This design comes from an exercise in tuning for small area and a short achievable clock period on the open sky130 flow, not from production work.

==> module sra16, before the edit <==
module sra16 (
    input  wire [31:0] d,
    input  wire [3:0]  h,
    input  wire [3:0]  q,
    output wire [31:0] o
);
    wire [46:0] de = {{15{d[31]}}, d};
    wire [46:0] m;
    genvar k;
    generate
        for (k = 0; k < 44; k = k + 1) begin : lo
            assign m[k] = (h[0] & de[k]) | (h[1] & de[k+1]) | (h[2] & de[k+2]) | (h[3] & de[k+3]);
        end
        for (k = 44; k < 47; k = k + 1) begin : hi
            assign m[k] = d[31];
        end
        for (k = 0; k < 32; k = k + 1) begin : out
            assign o[k] = (q[0] & m[k]) | (q[1] & m[k+4]) | (q[2] & m[k+8]) | (q[3] & m[k+12]);
        end
    endgenerate
endmodule
==> module cordic_cos, before the edit <==
module cordic_cos (
    input  wire        clk,
    input  wire        rst,
    input  wire [31:0] angle_in,
    output reg  [31:0] cos_out,
    output reg  [31:0] sin_out
);
    localparam [31:0] K = 32'h4DBA76D0;
    reg [4:0] c;
    wire load = c[4] & c[0];
    wire publ = c[4] & ~c[0];
    always @(posedge clk or posedge rst) begin
        if (rst)
            c <= 5'd17;
        else if (c[4])
            c <= c[0] ? 5'd0 : 5'd17;
        else
            c <= c + 5'd1;
    end
    reg [31:0] atan;
    always @(*) begin
        case (c[3:0])
            4'd0:  atan = 32'h3243F6A9;
            4'd1:  atan = 32'h1DAC6705;
            4'd2:  atan = 32'h0FADBAFC;
            4'd3:  atan = 32'h07F56EA6;
            4'd4:  atan = 32'h03FEAB76;
            4'd5:  atan = 32'h01FFD55B;
            4'd6:  atan = 32'h00FFFABA;
            4'd7:  atan = 32'h007FFFD5;
            4'd8:  atan = 32'h003FFFFF;
            4'd9:  atan = 32'h001FFFFF;
            4'd10: atan = 32'h000FFFFF;
            4'd11: atan = 32'h0007FFFF;
            4'd12: atan = 32'h0003FFFF;
            4'd13: atan = 32'h0001FFFF;
            4'd14: atan = 32'h0000FFFF;
            default: atan = 32'h00007FFF;
        endcase
    end
    wire [3:0] snext = (load | c[4]) ? 4'd0 : c[3:0] + 4'd1;
    wire [3:0] hn = 4'b0001 << snext[1:0];
    wire [3:0] qn = 4'b0001 << snext[3:2];
    reg  [3:0] hx, qx, hyn, qyn;
    always @(posedge clk) begin
        hx  <= hn;
        qx  <= qn;
        hyn <= ~hn;
        qyn <= ~qn;
    end
    reg [31:0] x, y, z;
    reg        zpos;
    wire [31:0] xs, ys;
    sra16 shx (.d(x), .h(hx), .q(qx), .o(xs));
    sra16 shy (.d(y), .h(~hyn), .q(~qyn), .o(ys));
    wire [31:0] sx = {32{zpos}};      
    wire [31:0] sy = {32{z[31]}};     
    wire [31:0] ax = x ^ sx, ay = y ^ sy, az = z ^ sx;
    wire [31:0] cx, cy;                          
    carries32 kx (.a(ax), .b(ys), .c(cx));
    carries32 ky (.a(ay), .b(xs), .c(cy));
    wire [31:0] cz = (az + atan) ^ az ^ atan;
    wire [31:0] xn = x ^ ys ^ cx;
    wire [31:0] yn = y ^ xs ^ cy;
    wire [31:0] zn = z ^ atan ^ cz;
    always @(posedge clk) begin
        if (load) begin
            zpos <= ~angle_in[31];
            x <= K;
            y <= 32'd0;
            z <= angle_in;
        end else begin
            x <= xn;
            y <= yn;
            zpos <= ~zn[31];
            z <= zn;
        end
    end
    always @(posedge clk or posedge rst) begin
        if (rst) begin
            cos_out <= 32'd0;
            sin_out <= 32'd0;
        end else if (publ) begin
            cos_out <= x;
            sin_out <= y;
        end
    end
endmodule
==> flow/config.mk <==
export PLATFORM = sky130hd
export DESIGN_NAME = cordic_cos
export DESIGN_NICKNAME = cordic_cos
export VERILOG_FILES = /design/flow/design.v
export SDC_FILE = /design/flow/constraint.sdc
export NUM_CORES = 4
export LEC_CHECK = 0
export CAP_MARGIN = 20
export CORE_MARGIN = 2
export CORE_UTILIZATION = 40
export SLEW_MARGIN = 20
==> flow/constraint.sdc <==
create_clock -name core_clock -period 10.0 [get_ports {clk}]
set_input_delay 2.0000 -clock core_clock [delete_from_list [all_inputs] [get_ports {clk}]]
set_output_delay 2.0000 -clock core_clock [all_outputs]
set_load 0.01 [all_outputs]
standard.sh (not shown) runs the stock make flow with config.mk's settings and CLKGATE_MAP_FILE= SYNTH_SCRIPT=/design/flow/synth_recipe.tcl, a recipe that flattens the netlist after the stock synthesis.
==> flow/flow/run.sh <==
#!/bin/bash
# The standard layout (standard.sh, with its config and SDC), with these changes:
# - synthesis runs ORFS's synth.tcl through flow/my_synth.tcl, which differs from
#   synth_recipe.tcl only in the ABC script: flow/abc_map.script (delay-driven
#   mapping) with the delay target in flow/abc_d.txt;
# - repair_timing aims for the setup margin in flow/margin.txt;
# - flow/make_args.txt: further ORFS variables, one per line (port buffer cell, ...).
# The clock period, SDC, reset and I/O constraints are the standard flow's own.
set -euo pipefail
W=$PWD
export MY_ABC_SCRIPT=$W/flow/abc_map.script
export MY_ABC_D=$(cat $W/flow/abc_d.txt)
M=$(cat $W/flow/margin.txt)
ARGS=()
while IFS= read -r line; do [ -n "$line" ] && ARGS+=("$line"); done < $W/flow/make_args.txt
bash $W/standard.sh SYNTH_SCRIPT=$W/flow/my_synth.tcl SETUP_SLACK_MARGIN=$M "${ARGS[@]}" \
  finish > $W/flow_standard.log 2>&1
==> flow/flow/abc_d.txt <==
2000
==> flow/flow/abc_map.script <==
strash
dch
map -B 0.9 {D}
topo
stime -c
buffer -c
upsize -c {D}
dnsize -c {D}
stime -c
==> flow/flow/make_args.txt <==
BUFFER_PORTS_ARGS=-buffer_cell sky130_fd_sc_hd__buf_1
CTS_ARGS=-sink_clustering_enable -repair_clock_nets -dont_use_dummy_load
==> flow/flow/margin.txt <==
6.8
==> flow/flow/my_synth.tcl <==
proc synth {args} { yosys synth -nofsm -noshare {*}$args }
proc abc {args} {
  set new {}
  set skip 0
  foreach a $args {
    if {$skip} { set skip 0; lappend new $::env(MY_ABC_SCRIPT); continue }
    if {$a eq "-script"} { set skip 1; lappend new $a; continue }
    lappend new $a
  }
  if {[info exists ::env(MY_ABC_D)]} {
    set i [lsearch $new -D]
    if {$i >= 0} { set new [lreplace $new $i [expr {$i+1}]] }
    lappend new -D $::env(MY_ABC_D)
  }
  puts "MY ABC: $new"
  yosys abc {*}$new
}
source $::env(SCRIPTS_DIR)/synth.tcl
# left out here: clear keep_hierarchy, flatten, clean up, hide names made inside functions, write 1_2_yosys.v
The baseline ran to the end with no violations.
==> next run, changes <==
--- a/flow/design.v
+++ b/flow/design.v
@@ -1,7 +1,8 @@
 `timescale 1ns/1ps
 module sra16 (
     input  wire [31:0] d,
-    input  wire [3:0]  h,
+    input  wire [3:0]  ha,
+    input  wire [3:0]  hb,
     input  wire [3:0]  q,
     output wire [31:0] o
 );
@@ -9,8 +10,11 @@
     wire [46:0] m;
     genvar k;
     generate
-        for (k = 0; k < 44; k = k + 1) begin : lo
-            assign m[k] = (h[0] & de[k]) | (h[1] & de[k+1]) | (h[2] & de[k+2]) | (h[3] & de[k+3]);
+        for (k = 0; k < 22; k = k + 1) begin : lo
+            assign m[k] = (ha[0] & de[k]) | (ha[1] & de[k+1]) | (ha[2] & de[k+2]) | (ha[3] & de[k+3]);
+        end
+        for (k = 22; k < 44; k = k + 1) begin : mid
+            assign m[k] = (hb[0] & de[k]) | (hb[1] & de[k+1]) | (hb[2] & de[k+2]) | (hb[3] & de[k+3]);
         end
         for (k = 44; k < 47; k = k + 1) begin : hi
             assign m[k] = d[31];
@@ -96,25 +100,35 @@
     wire [3:0] snext = (load | c[4]) ? 4'd0 : c[3:0] + 4'd1;
     wire [3:0] hn = 4'b0001 << snext[1:0];
     wire [3:0] qn = 4'b0001 << snext[3:2];
-    reg  [3:0] hx, qx, hyn, qyn;
+    reg  [3:0] hxa, hxbn, qx, qyn, hya, hybn;
     always @(posedge clk) begin
-        hx  <= hn;
-        qx  <= qn;
-        hyn <= ~hn;
-        qyn <= ~qn;
+        hxa  <= hn;
+        hxbn <= ~hn;
+        qx   <= qn;
+        qyn  <= ~qn;
+    end
+    always @(posedge clk or posedge rst) begin
+        if (rst) begin
+            hya  <= 4'b0000;
+            hybn <= 4'b1111;
+        end else begin
+            hya  <= hn;
+            hybn <= ~hn;
+        end
     end
     reg [31:0] x, y, z;
     reg        zpos;
     wire [31:0] xs, ys;
-    sra16 shx (.d(x), .h(hx), .q(qx), .o(xs));
-    sra16 shy (.d(y), .h(~hyn), .q(~qyn), .o(ys));
+    sra16 shx (.d(x), .ha(hxa), .hb(~hxbn), .q(qx), .o(xs));
+    sra16 shy (.d(y), .ha(hya), .hb(~hybn), .q(~qyn), .o(ys));
     wire [31:0] sx = {32{zpos}};      
     wire [31:0] sy = {32{z[31]}};     
     wire [31:0] ax = x ^ sx, ay = y ^ sy, az = z ^ sx;
     wire [31:0] cx, cy;                          
     carries32 kx (.a(ax), .b(ys), .c(cx));
     carries32 ky (.a(ay), .b(xs), .c(cy));
-    wire [31:0] cz = (az + atan) ^ az ^ atan;
+    wire [31:0] cz;
+    carries32 kz (.a(az), .b(atan), .c(cz));
     wire [31:0] xn = x ^ ys ^ cx;
     wire [31:0] yn = y ^ xs ^ cy;
     wire [31:0] zn = z ^ atan ^ cz;
The new run completed without violations.
Global-route usage goes down by 1.5 points.
Worst setup slack gets better by 0.083 ns.
Fmax rises by 2.7%.
Register-to-register slack improves by 0.08 ns.
Clock skew climbs by 0.0041 ns.
Wire length decreases by 5.7%.
Function was not checked in any run of this note: the RTL went through the layout flow alone.

what the ideal ports hide:
The results above use ideal ports. As a check the final layouts listed here were re-extracted and re-timed, cells and wires unchanged. Step 1: set_driving_cell puts a clkbuf_16 on clk and a buf_2 on each other input, an assumption about the parent block. Step 2 also shifts input and output timing later by t, the mid clock arrival at the registers, as if the neighbouring blocks saw the same clock. a / b / c = no drivers / after step 1 / after step 2; a / b = the first two.
run	t (ns)	setup WS [ns]	worst hold slack (ns)	worst register clock-pin slew, ns	pins driven straight from the clock port
the first run	0.501	6.800 / 6.800 / 6.800	0.480 / 0.480 / 0.480	0.07 / 0.07	1
the second run	0.506	6.883 / 6.883 / 6.883	0.481 / 0.481 / 0.481	0.08 / 0.08	1
After both steps every run listed still meets setup and hold.
